What follows belongs to an exercise in optimizing a design on an open flow for a short achievable clock period and few clock cycles; a production flow would make more cautious choices. RTL that was checked went through simulation tests only; none was proved equivalent to the original. Function not checked in runs 1 and 2: the RTL went through the layout flow alone. Power is estimated from default activity; no workload was simulated.

[flow/flow/run.sh]
#!/bin/bash
# Standard layout, with the port buffers made from a plain buffer cell
# (sky130_fd_sc_hd__buf_4) instead of the delay cell buffer_ports picks by
# default. The make output is kept in flow.log.
set -euo pipefail
export BUFFER_PORTS_ARGS="-buffer_cell sky130_fd_sc_hd__buf_4"
bash standard.sh > flow.log 2>&1
[flow/standard.sh]
#!/bin/bash
# synth_recipe.tcl (not shown) runs the flow's synth.tcl, then flattens the netlist and writes it again
# the make line also repeats each setting of config.mk as NAME=value (left out here)
make -C /OpenROAD-flow-scripts/flow DESIGN_CONFIG=/design/flow/config.mk WORK_HOME=/design/flow/orfs CLKGATE_MAP_FILE= SYNTH_SCRIPT=/design/flow/synth_recipe.tcl "${@:-finish}"
[flow/config.mk]
export PLATFORM = sky130hd
export DESIGN_NAME = fp_add
export DESIGN_NICKNAME = fp_add
export VERILOG_FILES = /design/flow/design.v
export SDC_FILE = /design/flow/constraint.sdc
export NUM_CORES = 4
export LEC_CHECK = 0
export CAP_MARGIN = 20
export CORE_MARGIN = 2
export CORE_UTILIZATION = 40
export PLACE_DENSITY = 0.6
export SETUP_SLACK_MARGIN = 5
export SLEW_MARGIN = 20
export SYNTH_HIERARCHICAL = 1
[flow/constraint.sdc]
create_clock -name core_clock -period 10.0 [get_ports {clk}]
set_input_delay 2.0000 -clock core_clock [delete_from_list [all_inputs] [get_ports {clk}]]
set_output_delay 2.0000 -clock core_clock [all_outputs]
set_load 0.01 [all_outputs]
[flow/design.v]
module fp_add (
  input  logic        clk,
  input  logic        rst,
  input  logic        in_vld,
  input  logic [31:0] a,
  input  logic [31:0] b,
  output logic        sum_vld,
  output logic [31:0] sum
);
  localparam int K = 2;
  logic [23:0] ap, ag, a0, sp, sg, s0;
  for (genvar i = 0; i < 4; i++) begin : g_far1
    fp_add_far1 #(.K(K), .LO(6*i), .HI(6*i+5)) f1 (
      .a(a[30:0]), .b(b[30:0]),
      .ap(ap[6*i +: 6]), .ag(ag[6*i +: 6]), .a0(a0[6*i +: 6]),
      .sp(sp[6*i +: 6]), .sg(sg[6*i +: 6]), .s0(s0[6*i +: 6]));
  end
  logic [23:0] c_u;
  for (genvar i = 0; i < 2; i++) begin : g_close1
    fp_add_close1 #(.LO(12*i), .HI(12*i+11)) c1 (
      .a(a[30:0]), .b(b[30:0]), .c_u(c_u[12*i +: 12]));
  end
  logic       c_s, c_zero, close, eff_sub, f_s;
  logic [4:0] c_lz;
  logic [7:0] c_e, f_e, f_ep, f_em;
  fp_add_ctl1 ct (.a(a), .b(b), .c_s(c_s), .c_zero(c_zero), .c_lz(c_lz), .c_e(c_e),
                  .close(close), .eff_sub(eff_sub), .f_s(f_s), .f_e(f_e), .f_ep(f_ep),
                  .f_em(f_em));
  logic        vld_q, c_sel_q, fa_sel_q, fs_sel_q, f_s_q, c_s_q;
  logic [23:0] ap_q, ag_q, a0_q, sp_q, sg_q, s0_q, c_u_q;
  logic [7:0]  f_e_q, f_ep_q, f_em_q, c_e_q;
  logic [4:0]  c_lz_q;
  always_ff @(posedge clk) begin
    vld_q    <= in_vld & ~rst;
    c_sel_q  <= close & ~c_zero;
    fa_sel_q <= ~close & ~eff_sub;
    fs_sel_q <= ~close & eff_sub;
    ap_q     <= ap;
    ag_q     <= ag;
    a0_q     <= a0;
    sp_q     <= sp;
    sg_q     <= sg;
    s0_q     <= s0;
    f_s_q    <= f_s;
    f_e_q    <= f_e;
    f_ep_q   <= f_ep;
    f_em_q   <= f_em;
    c_s_q    <= c_s;
    c_u_q    <= c_u;
    c_lz_q   <= c_lz;
    c_e_q    <= c_e;
  end
  assign sum_vld = vld_q;
  logic [30:0] fa_r, fs_r, c_r;
  for (genvar i = 0; i < 4; i++) begin : g_st2
    localparam int LO = 8 * i;
    localparam int HI = (i == 3) ? 30 : 8 * i + 7;
    fp_add_far2 #(.K(K), .LO(LO), .HI(HI)) f2 (
      .ap(ap_q), .ag(ag_q), .a0(a0_q), .sp(sp_q), .sg(sg_q), .s0(s0_q),
      .f_e(f_e_q), .f_ep(f_ep_q), .f_em(f_em_q),
      .fa_r(fa_r[HI:LO]), .fs_r(fs_r[HI:LO]));
    fp_add_close2 #(.LO(LO), .HI(HI)) c2 (
      .c_u(c_u_q), .c_lz(c_lz_q), .c_e(c_e_q), .c_r(c_r[HI:LO]));
  end
  assign sum = ({32{c_sel_q}}  & {c_s_q, c_r}) |
               ({32{fa_sel_q}} & {f_s_q, fa_r}) |
               ({32{fs_sel_q}} & {f_s_q, fs_r});
endmodule
module fp_add_exp (
  input  logic [7:0] ea,
  input  logic [7:0] eb,
  output logic [8:0] dab,
  output logic [8:0] dba,
  output logic       a_ge,
  output logic       e_eq,
  output logic       a_p1,
  output logic       b_p1
);
  logic [7:0] nea, neb;
  assign nea  = ~ea;
  assign neb  = ~eb;
  assign dab  = {1'b0, ea} - {1'b0, eb};
  assign dba  = {1'b0, eb} - {1'b0, ea};
  assign a_ge = ~dab[8];
  assign e_eq = (ea == eb);
  assign a_p1 = ((ea[7:1] ^ neb[7:1]) == (ea[6:0] | neb[6:0])) & ~(ea[0] ^ neb[0]) & (eb != 8'hff);
  assign b_p1 = ((eb[7:1] ^ nea[7:1]) == (eb[6:0] | nea[6:0])) & ~(eb[0] ^ nea[0]) & (ea != 8'hff);
endmodule
module fp_add_far1 #(parameter int K = 2, parameter int LO = 0, parameter int HI = 23) (
  input  logic [30:0]      a,
  input  logic [30:0]      b,
  output logic [HI-LO:0]   ap, ag, a0, sp, sg, s0
);
  function automatic logic [47:0] ks(input logic [23:0] g, input logic [23:0] p,
                                     input int lo, input int hi);
    logic [23:0] gn, pn;
    for (int l = 0; l < 5; l++) begin
      if (l >= lo && l < hi) begin
        for (int i = 0; i < 24; i++) begin
          if (i >= (1 << l)) begin
            gn[i] = g[i] | (p[i] & g[i - (1 << l)]);
            pn[i] = p[i] & p[i - (1 << l)];
          end else begin
            gn[i] = g[i];
            pn[i] = p[i];
          end
        end
        g = gn;
        p = pn;
      end
    end
    ks = {g, p};
  endfunction
  logic [23:0] ma, mb;
  logic [8:0]  dab, dba;
  logic        a_ge, e_eq, a_p1, b_p1;
  assign ma = {1'b1, a[22:0]};
  assign mb = {1'b1, b[22:0]};
  fp_add_exp ex (.ea(a[30:23]), .eb(b[30:23]), .dab(dab), .dba(dba), .a_ge(a_ge),
                 .e_eq(e_eq), .a_p1(a_p1), .b_p1(b_p1));
  logic [23:0] b_sh, a_sh, f_b, f_m;
  assign b_sh = (dab[7:5] != 3'd0 || dab[4:3] == 2'b11) ? 24'd0 : (mb >> dab[4:0]);
  assign a_sh = (dba[7:5] != 3'd0 || dba[4:3] == 2'b11) ? 24'd0 : (ma >> dba[4:0]);
  assign f_b  = a_ge ? ma : mb;
  assign f_m  = a_ge ? b_sh : a_sh;
  logic [23:0] pa, ga, ps, gs, apf, agf, spf, sgf;
  assign pa = f_b ^ f_m;
  assign ga = f_b & f_m;
  assign ps = ~(f_b ^ f_m);
  assign gs = {f_b[23:1] & ~f_m[23:1], f_b[0] | ~f_m[0]};
  assign {agf, apf} = ks(ga, pa, 0, K);
  assign {sgf, spf} = ks(gs, {ps[23:1], 1'b0}, 0, K);
  assign ap = apf[HI:LO];
  assign ag = agf[HI:LO];
  assign sp = spf[HI:LO];
  assign sg = sgf[HI:LO];
  assign a0 = pa[HI:LO];
  assign s0 = ps[HI:LO];
endmodule
module fp_add_far2 #(parameter int K = 2, parameter int LO = 0, parameter int HI = 30) (
  input  logic [23:0]    ap, ag, a0, sp, sg, s0,
  input  logic [7:0]     f_e, f_ep, f_em,
  output logic [HI-LO:0] fa_r,
  output logic [HI-LO:0] fs_r
);
  function automatic logic [47:0] ks(input logic [23:0] g, input logic [23:0] p,
                                     input int lo, input int hi);
    logic [23:0] gn, pn;
    for (int l = 0; l < 5; l++) begin
      if (l >= lo && l < hi) begin
        for (int i = 0; i < 24; i++) begin
          if (i >= (1 << l)) begin
            gn[i] = g[i] | (p[i] & g[i - (1 << l)]);
            pn[i] = p[i] & p[i - (1 << l)];
          end else begin
            gn[i] = g[i];
            pn[i] = p[i];
          end
        end
        g = gn;
        p = pn;
      end
    end
    ks = {g, p};
  endfunction
  logic [47:0] af, sf;
  logic [24:0] f_add;
  logic [23:0] f_sub;
  logic [30:0] fa, fs;
  assign af    = ks(ag, ap, K, 5);
  assign sf    = ks(sg, sp, K, 5);
  assign f_add = {af[47], a0 ^ {af[46:24], 1'b0}};
  assign f_sub = s0 ^ {sf[46:24], 1'b1};
  assign fa    = f_add[24] ? {f_ep, f_add[23:1]} : {f_e, f_add[22:0]};
  assign fs    = f_sub[23] ? {f_e, f_sub[22:0]} : {f_em, f_sub[21:0], 1'b0};
  assign fa_r  = fa[HI:LO];
  assign fs_r  = fs[HI:LO];
endmodule
module fp_add_close1_core (
  input  logic [30:0] a,
  input  logic [30:0] b,
  output logic [23:0] u,
  output logic [4:0]  lz,
  output logic        use_b,
  output logic        use_eb
);
  function automatic logic [4:0] lzc24(input logic [23:0] x);
    logic [31:0] p;
    logic [15:0] c1, v1;
    logic [15:0] c2;
    logic [7:0]  v2;
    logic [11:0] c3;
    logic [3:0]  v3;
    logic [7:0]  c4;
    logic [1:0]  v4;
    p = {x, 8'h80};
    for (int i = 0; i < 16; i++) begin
      v1[i] = p[2*i+1] | p[2*i];
      c1[i] = ~p[2*i+1];
    end
    for (int i = 0; i < 8; i++) begin
      v2[i] = v1[2*i+1] | v1[2*i];
      c2[2*i +: 2] = v1[2*i+1] ? {1'b0, c1[2*i+1]} : {1'b1, c1[2*i]};
    end
    for (int i = 0; i < 4; i++) begin
      v3[i] = v2[2*i+1] | v2[2*i];
      c3[3*i +: 3] = v2[2*i+1] ? {1'b0, c2[2*(2*i+1) +: 2]} : {1'b1, c2[2*(2*i) +: 2]};
    end
    for (int i = 0; i < 2; i++) begin
      v4[i] = v3[2*i+1] | v3[2*i];
      c4[4*i +: 4] = v3[2*i+1] ? {1'b0, c3[3*(2*i+1) +: 3]} : {1'b1, c3[3*(2*i) +: 3]};
    end
    lzc24 = v4[1] ? {1'b0, c4[7:4]} : {1'b1, c4[3:0]};
  endfunction
  function automatic logic [23:0] lza(input logic [23:0] x, input logic [23:0] y);
    lza = (x ^ y) & ~({~x[22:0], 1'b0} & {y[22:0], 1'b0});
  endfunction
  logic [7:0]  ea, eb;
  logic [23:0] ma, mb;
  logic [8:0]  dab, dba;
  logic        a_ge, e_eq, a_p1, b_p1;
  assign ea = a[30:23];
  assign eb = b[30:23];
  assign ma = {1'b1, a[22:0]};
  assign mb = {1'b1, b[22:0]};
  fp_add_exp ex (.ea(ea), .eb(eb), .dab(dab), .dba(dba), .a_ge(a_ge),
                 .e_eq(e_eq), .a_p1(a_p1), .b_p1(b_p1));
  logic [23:0] ma1, mb1, d_ba, d1a, d1b;
  logic [24:0] d_ab;
  logic [4:0]  lz_ab, lz_ba, lz_1a, lz_1b;
  assign ma1   = {1'b0, ma[23:1]};
  assign mb1   = {1'b0, mb[23:1]};
  assign d_ab  = {1'b0, ma} - {1'b0, mb};
  assign d_ba  = mb - ma;
  assign d1a   = ma - mb1;
  assign d1b   = mb - ma1;
  assign lz_ab = lzc24(lza(ma, mb));
  assign lz_ba = lzc24(lza(mb, ma));
  assign lz_1a = lzc24(lza(ma, mb1));
  assign lz_1b = lzc24(lza(mb, ma1));
  always_comb begin
    if (a_p1) begin
      u = d1a;        lz = lz_1a; use_b = 1'b0; use_eb = 1'b0;
    end else if (b_p1) begin
      u = d1b;        lz = lz_1b; use_b = 1'b1; use_eb = 1'b1;
    end else if (!d_ab[24]) begin
      u = d_ab[23:0]; lz = lz_ab; use_b = 1'b0; use_eb = 1'b0;
    end else begin
      u = d_ba;       lz = lz_ba; use_b = 1'b1; use_eb = 1'b0;
    end
  end
endmodule
module fp_add_close1 #(parameter int LO = 0, parameter int HI = 23) (
  input  logic [30:0]    a,
  input  logic [30:0]    b,
  output logic [HI-LO:0] c_u
);
  logic [23:0] u, us;
  logic [4:0]  lz;
  logic        use_b, use_eb;
  fp_add_close1_core co (.a(a), .b(b), .u(u), .lz(lz), .use_b(use_b), .use_eb(use_eb));
  assign us  = u << {lz[4:3], 3'd0};
  assign c_u = us[HI:LO];
endmodule
module fp_add_ctl1 (
  input  logic [31:0] a,
  input  logic [31:0] b,
  output logic        c_s,
  output logic        c_zero,
  output logic [4:0]  c_lz,
  output logic [7:0]  c_e,
  output logic        close,
  output logic        eff_sub,
  output logic        f_s,
  output logic [7:0]  f_e,
  output logic [7:0]  f_ep,
  output logic [7:0]  f_em
);
  logic [23:0] u;
  logic        use_b, use_eb;
  fp_add_close1_core co (.a(a[30:0]), .b(b[30:0]), .u(u), .lz(c_lz), .use_b(use_b),
                         .use_eb(use_eb));
  logic [7:0] ea, eb;
  logic [8:0] dab, dba;
  logic       a_ge, e_eq, a_p1, b_p1;
  assign ea = a[30:23];
  assign eb = b[30:23];
  fp_add_exp ex (.ea(ea), .eb(eb), .dab(dab), .dba(dba), .a_ge(a_ge),
                 .e_eq(e_eq), .a_p1(a_p1), .b_p1(b_p1));
  assign eff_sub = a[31] ^ b[31];
  assign close   = eff_sub & (e_eq | a_p1 | b_p1);
  assign c_zero  = e_eq & (a[22:0] == b[22:0]);
  assign c_s     = use_b ? b[31] : a[31];
  assign c_e     = use_eb ? eb : ea;
  assign f_s     = a_ge ? a[31] : b[31];
  assign f_e     = a_ge ? ea : eb;
  assign f_ep    = a_ge ? ea + 8'd1 : eb + 8'd1;
  assign f_em    = a_ge ? ea - 8'd1 : eb - 8'd1;
endmodule
module fp_add_close2 #(parameter int LO = 0, parameter int HI = 30) (
  input  logic [23:0]    c_u,
  input  logic [4:0]     c_lz,
  input  logic [7:0]     c_e,
  output logic [HI-LO:0] c_r
);
  logic [23:0] n;
  logic [7:0]  e0, e1;
  logic [30:0] r;
  assign n   = c_u << c_lz[2:0];
  assign e0  = c_e - {3'd0, c_lz};
  assign e1  = c_e - {3'd0, c_lz} - 8'd1;
  assign r   = n[23] ? {e0, n[22:0]} : {e1, n[21:0], 1'b0};
  assign c_r = r[HI:LO];
endmodule
==> results of run 1 <==
[sequential cells by signal, summed over array words and instances, names as in the netlist]
| register | count |
|---|---|
| f_s_q | 1 |
| c_sel_q | 1 |
| f_ep_q | 8 |
| c_s_q | 1 |
| fs_sel_q | 1 |
| f_e_q | 8 |
| ap_q | 20 |
| ag_q | 24 |
| vld_q | 1 |
| f_em_q | 8 |
| c_e_q | 8 |
| c_lz_q | 5 |
| a0_q | 24 |
| sg_q | 23 |
| c_u_q | 24 |
| fa_sel_q | 1 |
| s0_q | 24 |
| sp_q | 19 |
[area by class of cell]
class                           instances  area share (%)
Antenna cell                            1         0.00557
Clock buffer                           27            1.38
Clock inverter                         15           0.582
Inverter                              411            3.58
Multi-Input combinational cell       3576            73.5
Sequential cell                       201            8.99
Tap cell                             1265            3.52
Timing Repair Buffer                  331            8.42
Timing Repair inverter                  3          0.0501
[stage by stage]
step / instance area [um^2] / cells / hold WS [ns] / power, W / setup WS [ns]
2_1_floorplan: 38400 / 4473 / 2.07 / 0.00333 / 4.94
3_3_place_gp: 39600 / 5599 / 2.16 / 0.00424 / 3.55
3_5_place_dp: 39600 / 5599 / 2.16 / 0.00425 / 3.50
4_1_cts: 42400 / 5704 / 1.58 / 0.00548 / 4.85
5_1_grt: 44900 / 5829 / 1.60 / 0.00612 / 4.76
6_report: 44900 / 5830 / 1.60 / 0.00581 / 4.78
[what timing repair did]
| item | 4_1_cts | 5_1_grt |
|---|---|---|
| buffers inserted | 44 | 116 |
| resized for setup | 210 | 331 |
| hold endpoints to repair | 0 | 0 |
| pin swaps | 41 | 125 |
| cloned | 19 | 9 |
| setup endpoints to repair | 185 | 114 |
[routing by layer]
layer,vias up,part of all wire (%),GRT usage [%]
li1,16255,-,-
met5,-,0,0
met2,1683,44,42.1
met3,292,8.7,4.53
met1,17179,44,37.4
met4,0,3.4,8.37
[layout by cell type (no fill, tap or decap), types with 83 or more instances in the layout]
cell type,n
mux4_2,92
o21ai_0,159
dfxtp_1,192
ha_1,506
o22ai_1,108
a21oi_1,212
mux2i_1,202
nand2_1,205
mux2_2,119
buf_4,219
xnor2_1,115
fa_1,86
xor2_1,83
nor2_1,293
inv_1,370
[final timing paths]
path | end | slack, ns | cells past startpoint
worst max-delay path | sum[1] | 4.78 | 9
worst min-delay path | vld_q | 1.60 | 2
[power by group through the flow]
stage | logic (W) | registers [W] | clock network [W]
final | 0.00374 | 0.00110 | 0.000972
after global routing | 0.00399 | 0.00111 | 0.00102
after CTS | 0.00339 | 0.00110 | 0.000987
after detailed placement | 0.00313 | 0.00112 | 0
after global placement | 0.00312 | 0.00111 | 0
after floorplan | 0.00229 | 0.00105 | 0
==> impl_metrics.tcl, run 1 <==
set metrics [dict create \
    grt_max_degree 54 \
    power_frac_comb_pct 64.3 \
    grt_setup_unrepaired "yes" \
    power.switching_w 0.00260 \
    die-area_um2 97700 \
    setup_viol 0 \
    hp-class "primary input to register" \
    cts_tree "done" \
    max_slew_margin_pct 21.3 \
    crit_family "multiplexers" \
    irDropWorstVdd_uv 138 \
    finish.net_count 5306 \
    p_int_w 0.00321 \
    power_density_nw_per_um2 129 \
    fmax_mhz 192 \
    min_period_over_period_pct 52.2 \
    p_seq_share_pct 18.9 \
    critical_path_arrival_ns 3.22 \
    first_pass_iters 8 \
    worstSetupStartpointType "register" \
    holdBufCountCts 0 \
    n_fill_cell 8930 \
    routed_wirelength_mm 141 \
    antenna_left 0 \
    cts_sinks 201 \
    end_kind "output port" \
    via_per_inst 6.07 \
    root_buffer "clkbuf_16" \
    path_clk_slew_ns 0.07 \
    critPathKind "register to output port" \
    worst-path-buf-inv 5 \
    synthesis.nets 5232 \
    antenna_found_initial 3 \
    critPathMostFrequentCell "buf_6" \
    die_y_um 313 \
    core_um2 94700 \
    grtUsageTotal_pct 26.8 \
    synth.cell_area_um2 38100 \
    clkPwrFrac_pct 16.7 \
    start_util_pct 40.2 \
    cap_violations 0 \
    cts_buffers 23 \
    path_cells "buf_12, buf_4, buf_6, mux4_2, mux2_4, nor3_2, a222oi_1, inv_1, buf_6" \
    hold_violations 0 \
    grt_pass1_wl_mm 205 \
    io_pins 100 \
    power.leakage_nw 19.7 \
    syn_area_per_cell_um2 8.52 \
    register_area_um2 4040 \
    gp_congestion 0.965 \
    swShare_pct 44.7 \
    grt_overflow_total 0 \
    io_buffers 99 \
    htreeDepth 1 \
    via_count 35409 \
    avgRoutedWirePerCell_um 24.2 \
    grt_pass1_vias 33176 \
    min_period_ns 5.22 \
    holdCritStartpoint "rst" \
    multi_input_area_um2 33000 \
    dpl.hpwl_mm 98.7 \
    cts_buffer_depth 3 \
    row_count 113 \
    outcome "finished clean" \
    drc 0 \
    drive_above_1_share_pct 23.2 \
    final_core_util_pct 47.4 \
    finalSetupTns_ns 0 \
    synthCells 4473 \
    critPathSlowestCell "a222oi_1" \
    drt-initial-drc-count 3899 \
    critPathLaunch "c_lz_q[0]" \
    cp_max_fo 5 \
    report.final.slew_viol_count 0 \
    worst_pin_slew_ns 1.17 \
    area_growth_pct 18.0 \
    die_w_um 313 \
    cp.required_ns 8.00 \
    max_stage_delay_ns 0.70 \
    synth-warning-count 16 \
]
==> run 2, diff against run 1 <==
==> flow/run.sh (new file) <==
#!/bin/bash
# synth_recipe.tcl (not shown) runs the flow's synth.tcl, then flattens the netlist and writes it again
# the make line also repeats each setting of config.mk as NAME=value (left out here)
make -C /OpenROAD-flow-scripts/flow DESIGN_CONFIG=/design/flow/config.mk WORK_HOME=/design/flow/orfs CLKGATE_MAP_FILE= SYNTH_SCRIPT=/design/flow/synth_recipe.tcl finish
removed: flow/flow/run.sh
removed: flow/standard.sh
==> run 2 against run 1 <==
Effect of this change: still clean; critical path depth is 2 higher; critical path type unchanged; wire length is 8.9% higher; hold slack better by 0.22 ns; combinational power is about 10% higher; total power is 7.8% higher; design area is 9.5% higher; die area stayed put; global-route usage is 2.0 points higher.
==> impl_metrics.tcl, run 2 <==
set metrics [dict create \
    outcome "finished clean" \
    gp_congestion 0.972 \
    power.leakage_nw 21.5 \
    holdCritStartpoint "b[29]" \
    postPlaceCellArea_um2 40200 \
    dpl.hpwl_mm 100 \
    core_um2 94700 \
    layout_setup_ws_ns 4.77 \
    worst_pin_slew_ns 1.11 \
    first_pass_iters 7 \
    end_kind "output port" \
    min_period_ns 5.23 \
    p_seq_share_pct 17.8 \
    routed_wirelength_mm 154 \
    holdBufCountCts 0 \
    synth-warning-count 16 \
    design_area_um2 49200 \
    power_frac_comb_pct 65.9 \
    hold_slack_ns 1.82 \
    synthCells 4473 \
    report.final.slew_viol_count 0 \
    grt_setup_unrepaired "yes" \
    finalSetupTns_ns 0 \
    swShare_pct 45.0 \
    irDropWorstVdd_uv 122 \
    synth.cell_area_um2 38100 \
    power_density_nw_per_um2 127 \
    grt_max_degree 54 \
    io_buffers 99 \
    antenna_found_initial 2 \
    area_growth_pct 29.2 \
    die_w_um 313 \
    drt-initial-drc-count 3772 \
    syn_area_per_cell_um2 8.52 \
    fmax_mhz 191 \
    layout_common_cells "ha_1 (465), inv_1 (362), buf_4 (308), nor2_1 (287), a21oi_1 (199)" \
    max_slew_margin_pct 25.4 \
    cts_buffers 25 \
    grtUsageTotal_pct 28.8 \
    root_buffer "clkbuf_16" \
    via_per_inst 6.06 \
    hp-class "primary input to register" \
    min_to "c_e_q[6]" \
    io_pins 100 \
    min_period_over_period_pct 52.3 \
    htreeDepth 1 \
    pre_cts_ws_ns 2.85 \
    antenna_left 0 \
    cp.required_ns 8.00 \
    avgRoutedWirePerCell_um 25.2 \
    cts_tree "done" \
    synthesis.nets 5232 \
    power.switching_w 0.00282 \
    grt_overflow_total 0 \
    grt_pass1_wl_mm 219 \
    drc 0 \
    drive_above_1_share_pct 30.3 \
    grt_pass1_vias 35132 \
    die_y_um 313 \
    cp_max_fo 5 \
    critical_path_arrival_ns 3.23 \
    layout_commonest_cell "ha_1" \
    die-area_um2 97700 \
    start_util_pct 40.2 \
    worstSetupStartpointType "register" \
    via_count 36969 \
    diodes 0 \
    worst_hold_path.num_cells 2 \
    cts_buffer_depth 3 \
    path_clk_slew_ns 0.08 \
    setup_viol 0 \
    row_count 113 \
    p_int_w 0.00345 \
    hold_violations 0 \
    clkPwrFrac_pct 16.2 \
    cts_sinks 201 \
    cap_violations 0 \
    critPathKind "register to output port" \
    finish.net_count 5573 \
]
run 2: stage by stage:
stage               util (%)  total power (W)  instances
finish                  51.9          0.00627       6097
global route            51.9          0.00657       6097
CTS                     48.4          0.00581       5918
detailed placement      42.4          0.00428       5655
global placement        42.4          0.00427       5655
floorplan                  -          0.00333       4473
run 2: worst max-delay path by stage:
stage | cells after the start | endpoint | from
6_report | 11 | sum[30] | c_lz_q[3]
5_1_grt | 12 | sum[30] | c_lz_q[0]
4_1_cts | 12 | sum[30] | c_lz_q[0]
3_5_place_dp | 16 | c_u_q[21] | b[7]
3_3_place_gp | 16 | c_u_q[21] | b[7]
2_1_floorplan | 15 | sg_q[16] | a[23]
run 2: repair_timing:
| item | 4_1_cts | 5_1_grt |
|---|---|---|
| pin swaps | 143 | 225 |
| setup endpoints to repair | 228 | 149 |
| setup buffers | 182 | 167 |
| resized for setup | 659 | 512 |
| cloned | 36 | 12 |
run 2: area by class of cell:
| class | count | area (um^2) |
|---|---|---|
| well taps | 1265 | 1580 |
| repair inverters | 6 | 40.0 |
| clock inverters | 16 | 224 |
| clock buffers | 29 | 681 |
| inverters | 411 | 1650 |
| multi-input cells | 3577 | 34300 |
| fillers | 8571 | 45500 |
| flip-flops and latches | 201 | 4060 |
| repair buffers | 592 | 6700 |
run 2: power by group through the flow:
stage	registers, W	clock network [W]	logic [W]
floorplan	0.00105	0	0.00229
global placement	0.00111	0	0.00315
CTS	0.00111	0.00102	0.00368
detailed placement	0.00112	0	0.00316
finish	0.00112	0.00102	0.00413
global route	0.00113	0.00106	0.00439
run 2: metal layers:
| metal | part of all wire (%) | GRT usage (%) | up-vias |
|---|---|---|---|
| met5 | 0 | 0 | - |
| met4 | 4.5 | 9.13 | 0 |
| met3 | 9.8 | 4.60 | 408 |
| met2 | 44 | 45.6 | 1866 |
| met1 | 42 | 39.9 | 17863 |
| li1 | - | - | 16832 |
run 2: critical path, stage by stage (launching register included):
cell and delay (ns):
dfxtp_1 0.53, inv_1 0.10, ha_1 0.38, nor2_1 0.21
a21oi_4 0.05, a211oi_2 0.29, xor2_2 0.13, nor4_4 0.29
xnor2_1 0.11, a222oi_1 0.35, inv_1 0.07, buf_2 0.14
==> run 3, diff against run 2 <==
==> flow/design.v (replaced) <==
module fp_add (
  input logic         clk,
  input logic         rst,
  input logic         in_vld,
  input logic [31:0]  a,
  input logic [31:0]  b,
  output logic        sum_vld,
  output logic [31:0] sum
);
  localparam OVFL_BIT_POS     = 24;
  localparam IMPLICIT_BIT_POS = 23;
  localparam PIPELINE_DLY     = 7;
  logic a_sign_q;
  logic a_sign_q2;
  logic b_sign_q;
  logic b_sign_q2;
  logic [7:0] a_exp;
  logic [7:0] b_exp;
  logic [7:0] exp_norm;
  logic [7:0] exp_norm_q;
  logic [7:0] exp_norm_q2;
  logic [7:0] exp_norm_q3;
  logic [7:0] exp_norm_q4;
  logic [7:0] exp_norm_adj;
  logic a_exp_larger;
  logic [7:0] exp_diff;
  logic [22:0] a_mant_q;
  logic [22:0] b_mant_q;
  logic [23:0] a_mant_norm;
  logic [23:0] b_mant_norm;
  logic [22:0] sum_mant_adj;
  logic signed [24:0] a_mant_norm_signed;
  logic signed [24:0] b_mant_norm_signed;
  logic signed [25:0] sum_mant_signed;
  logic        [24:0] sum_mant_unsigned;
  logic [PIPELINE_DLY-1:0] sum_vld_sr;
  logic final_sign;
  logic final_sign_q;
  logic imp_bit;
  logic [4:0] mant_msb;
  assign a_exp = a[30:23];
  assign b_exp = b[30:23];
  always_ff @(posedge clk) begin
    if (rst) begin
      sum_vld_sr <= '0;
    end else begin
      sum_vld_sr <= {sum_vld_sr[$size(sum_vld_sr)-2:0], in_vld};
    end
  end
  assign sum_vld = sum_vld_sr[$size(sum_vld_sr)-1];
  always_ff @(posedge clk) begin
    a_sign_q <= a[31];
    b_sign_q <= b[31];
    a_mant_q <= a[22:0];
    b_mant_q <= b[22:0];
    if (a_exp >= b_exp) begin
      a_exp_larger <= 1;
      exp_norm     <= a_exp;
      exp_diff     <= a_exp - b_exp;
    end else begin
      a_exp_larger <= 0;
      exp_norm     <= b_exp;
      exp_diff     <= b_exp - a_exp;
    end
    a_sign_q2   <= a_sign_q;
    b_sign_q2   <= b_sign_q;
    exp_norm_q  <= exp_norm;
    a_mant_norm <= (a_exp_larger ) ? {1'b1, a_mant_q} : {1'b1, a_mant_q} >> exp_diff;
    b_mant_norm <= (!a_exp_larger) ? {1'b1, b_mant_q} : {1'b1, b_mant_q} >> exp_diff;
    exp_norm_q2        <= exp_norm_q;
    a_mant_norm_signed <= a_sign_q2 ? -a_mant_norm : a_mant_norm;
    b_mant_norm_signed <= b_sign_q2 ? -b_mant_norm : b_mant_norm;
    exp_norm_q3     <= exp_norm_q2;
    final_sign      <= sum_mant_signed[$size(sum_mant_signed)-1];
    sum_mant_signed <= a_mant_norm_signed + b_mant_norm_signed;
    final_sign_q      <= final_sign;
    exp_norm_q4       <= exp_norm_q3;
    sum_mant_unsigned <= sum_mant_signed[$size(sum_mant_signed)-1] ? -sum_mant_signed : sum_mant_signed[$size(sum_mant_signed)-2:0];
    if (!sum_mant_unsigned[OVFL_BIT_POS] && !sum_mant_unsigned[IMPLICIT_BIT_POS]) begin
      if (sum_mant_unsigned[$size(sum_mant_adj)-1:0] == '0) begin
        sum_mant_adj <= '0;
        exp_norm_adj <= '0;
      end else begin
        sum_mant_adj <= sum_mant_unsigned[$size(sum_mant_adj)-1:0] << ($size(sum_mant_adj) - mant_msb);
        exp_norm_adj <= exp_norm_q4 - ($size(sum_mant_adj) - mant_msb);
      end
    end else if (sum_mant_unsigned[OVFL_BIT_POS]) begin
      exp_norm_adj <= exp_norm_q4 + 1;
      sum_mant_adj <= sum_mant_unsigned[OVFL_BIT_POS-1:1];
    end else begin
      exp_norm_adj <= exp_norm_q4;
      sum_mant_adj <= sum_mant_unsigned[$size(sum_mant_adj)-1:0];
    end
    sum <= {final_sign_q, exp_norm_adj, sum_mant_adj};
  end
  always_comb begin
    mant_msb = 0;
    for (int i = 0; i < $size(sum_mant_adj); i++) begin
      if (sum_mant_unsigned[i]) begin
        mant_msb = i;
      end
    end
  end
endmodule
--- a/flow/config.mk
+++ b/flow/config.mk
@@ -10,5 +10,3 @@
 export CORE_UTILIZATION = 40
 export PLACE_DENSITY = 0.6
-export SETUP_SLACK_MARGIN = 5
 export SLEW_MARGIN = 20
-export SYNTH_HIERARCHICAL = 1
==> run 3 against run 2 <==
Effect of this change: highest routed layer unchanged; flip-flop and latch count up 119; critical path depth up 1; utilization down 4.3 points; critical endpoint is now exp_diff[7]; sequential share of layout area up 29 points; design area down 65%; largest power group unchanged; non-clock buffer count down 481; synthesized cell count down 65%; still clean.
==> impl_metrics.tcl, run 3 <==
set metrics [dict create \
    cts_tree "done" \
    drive_above_1_share_pct 8.93 \
    die-area_um2 38500 \
    via_per_inst 5.49 \
    worst_hold_path.num_cells 0 \
    power.leakage_nw 6.82 \
    register_area_um2 6410 \
    dpl.hpwl_mm 27.1 \
    grt_max_degree 58 \
    synthTopCellsByArea "dfxtp_1 (43%), mux4_2 (5.5%), xnor2_1 (5.1%)" \
    routed_wirelength_mm 36.6 \
    io_buffers 99 \
    synth_edf_count 0 \
    irDropWorstVdd_uv 132 \
    finalSetupTns_ns 0 \
    cts_buffers 35 \
    grtUsageTotal_pct 18.8 \
    cts_sinks 320 \
    cp.required_ns 10.47 \
    timing.rr.end "sum_mant_adj[10]" \
    power_density_nw_per_um2 323 \
    area_growth_pct 17.5 \
    ys_seq_area_share_pct 43.3 \
    largest_reg_flops 32 \
    cap_violations 0 \
    r2r_cells 10 \
    synth_top_area_cell "dfxtp_1" \
    ys_ff_latch 320 \
    hold_slack_ns 0.315 \
    start_util_pct 40.5 \
    path_cells "clkdlybuf4s50_1, inv_1, ha_1, fa_1, o31ai_1, o22a_1, a31o_2, mux2_2, a2bb2oi_1, nand3b_1, a21oi_1, xnor2_1" \
    rrSetupSlack_ns 5.97 \
    syn_area_per_cell_um2 9.41 \
    synthArstFlopShare_pct 0 \
    cp_max_fo 26 \
    hp-class "register to register" \
    yosysMostFrequentCell "dfxtp_1" \
    outcome "finished clean" \
    via_count 11668 \
    worstSetupStartpointType "primary input" \
    synth-warning-count 1 \
    critical_path_arrival_ns 5.34 \
    min_period_ns 4.87 \
    end_kind "register" \
    postCtsResizedCells 0 \
    min_period_over_period_pct 48.7 \
    grt_pass1_vias 11172 \
    critPathSlowestCell "a31o_2" \
    pre_cts_ws_ns 4.57 \
    io_pins 100 \
    drc 0 \
    antenna_left 0 \
    antenna_found_initial 0 \
    synth.cell_area_um2 14800 \
    grt_pass1_wl_mm 58.8 \
    reg_top3 "sum x32, sum_mant_signed x26" \
    min_to "sum[24]" \
    synthesis.nets 1697 \
    max_stage_delay_ns 0.55 \
    first_pass_iters 7 \
    synth_top_area_share_pct 43.3 \
    grt_overflow_total 0 \
    root_buffer "clkbuf_16" \
    synthCells 1573 \
    path_clk_slew_ns 0.06 \
    design_area_um2 17400 \
    drt-initial-drc-count 1123 \
    holdBufCountCts 0 \
    die_w_um 196 \
    fmax_mhz 205 \
    layout_common_cells "dfxtp_1 (318), nand2_1 (157), o21ai_0 (112), clkdlybuf4s50_1 (99), nor2_1 (96)" \
    postPlaceCellArea_um2 16100 \
    critPathKind "primary input to register" \
    finish.net_count 1755 \
    holdCritStartpoint "exp_norm_adj[1]" \
    htreeDepth 2 \
    avgRoutedWirePerCell_um 17.2 \
    top_register "sum" \
    n_fill_cell 3483 \
    worst_skew_pair.late_latency_ns 0.55 \
    diodes 0 \
    ys_types 76 \
    grt_setup_unrepaired "no" \
    synthTopCellsByCount "dfxtp_1 (320), nand2_1 (157), o21ai_0 (112)" \
    row_count 70 \
    gp_congestion 0.931 \
    post_cts_buffers 0 \
    layout_commonest_cell "dfxtp_1" \
    die_y_um 196 \
    cts_buffer_depth 3 \
    skew_ns 0.0307 \
    report.final.slew_viol_count 0 \
    worst_pin_slew_ns 1.03 \
    multi_input_area_um2 7730 \
    hold_violations 0 \
    layout_setup_ws_ns 5.13 \
    ys.flop_type "dfxtp_1" \
    setup_viol 0 \
    reg2reg_from "sum_mant_unsigned[16]" \
    core_um2 36500 \
    max_slew_margin_pct 31.5 \
]
-- run 3: cells by family (layout without fill, tap and decap cells) --
kind of cell,Yosys count,in the layout,synth area share (%)
DFF,320,320,43.3
and+or+nand+nor,426,426,13.4
buffers and inverters,166,250,4.46
xor gates and xnor gates,102,102,6.04
muxes,74,74,8.13
AOI/OAI and AO/OA,428,428,19.7
adders and majority gates,57,57,5.02
-- run 3: worst max-delay path by stage --
stage                             end  slack, ns  cells past startpoint  startpoint
after floorplan           exp_diff[7]       5.61                     12       a[23]
final                     exp_diff[7]       5.13                     12       a[23]
after CTS                 exp_diff[7]       5.14                     12       a[23]
after global placement    exp_diff[7]       4.56                     12       a[23]
after global routing      exp_diff[7]       4.95                     12       a[23]
after detailed placement  exp_diff[7]       4.57                     12       a[23]
-- run 3: metal layers --
layer | global-route usage, % | up-vias | wire, um
met2 | 29.8 | 370 | 16700
li1 | - | 5790 | -
met3 | 3.34 | 79 | 2180
met1 | 25.5 | 5429 | 16500
met4 | 7.63 | 0 | 1140
met5 | 0 | - | 0
-- run 3: layout make-up --
cell class | count | share of cell area (%)
clock buffers | 47 | 5.53
clock inverters | 16 | 1.90
inverters | 76 | 1.64
multi-input cells | 1087 | 44.5
flip-flops and latches | 320 | 36.9
well taps | 468 | 3.37
repair buffers | 111 | 6.22
-- run 3: power breakdown --
group          internal [W]  total (W)  switching [W]
clock              0.000893    0.00142       0.000524
combinational      0.000948    0.00223        0.00128
sequential          0.00165    0.00198       0.000323
total               0.00350    0.00562        0.00213
-- run 3: stage by stage --
| step | cells | power, W | utilization [%] |
|---|---|---|---|
| 2_1_floorplan | 1573 | 0.00354 | - |
| 3_3_place_gp | 2062 | 0.00421 | 44.1 |
| 3_5_place_dp | 2062 | 0.00420 | 44.1 |
| 4_1_cts | 2125 | 0.00565 | 47.6 |
| 5_1_grt | 2125 | 0.00598 | 47.6 |
| 6_report | 2125 | 0.00562 | 47.6 |
-- run 3: critical path: cells and delay by family --
family	cells	cell delay, ns
mux	1	0.42
compound gates	5	1.43
fa+ha+maj	2	0.64
simple gates	1	0.10
xor+xnor	1	0.13
buf+inv	2	0.61

## what the ideal ports hide
The flow's constraints put no driver on any port. The routed layouts listed below were extracted and timed again, unchanged, in two steps. Step 1 (the two cells are an assumption about what drives the block):
set clk [get_ports {clk}]
set_driving_cell -lib_cell sky130_fd_sc_hd__clkbuf_16 $clk
set_driving_cell -lib_cell sky130_fd_sc_hd__buf_2 [delete_from_list [all_inputs] $clk]
Step 2, shift: input delay + t, output delay - t, t = (earliest + latest rising clock arrival at the registers) / 2. This alone moves slack from input paths to output paths. Slacks: no drivers / after step 1 / after step 2; pairs: no drivers / after step 1.
| run | shift t [ns] | slack for setup (ns) | worst data-port slew with drivers (ns) | pins driven straight from the clock port |
|---|---|---|---|---|
| run 1 | 0.609 | 4.781 / 4.709 / 4.179 | 0.21 | 1 |
| run 2 | 0.621 | 4.766 / 4.700 / 4.194 | 0.10 | 1 |
| run 3 | 0.587 | 5.131 / 5.143 / 4.556 | 0.04 | 1 |
After both steps setup and hold are still met in every run listed. The setup slack of run 1, which loses most, moves by -0.072 ns with the drivers and by -0.602 ns with both steps.
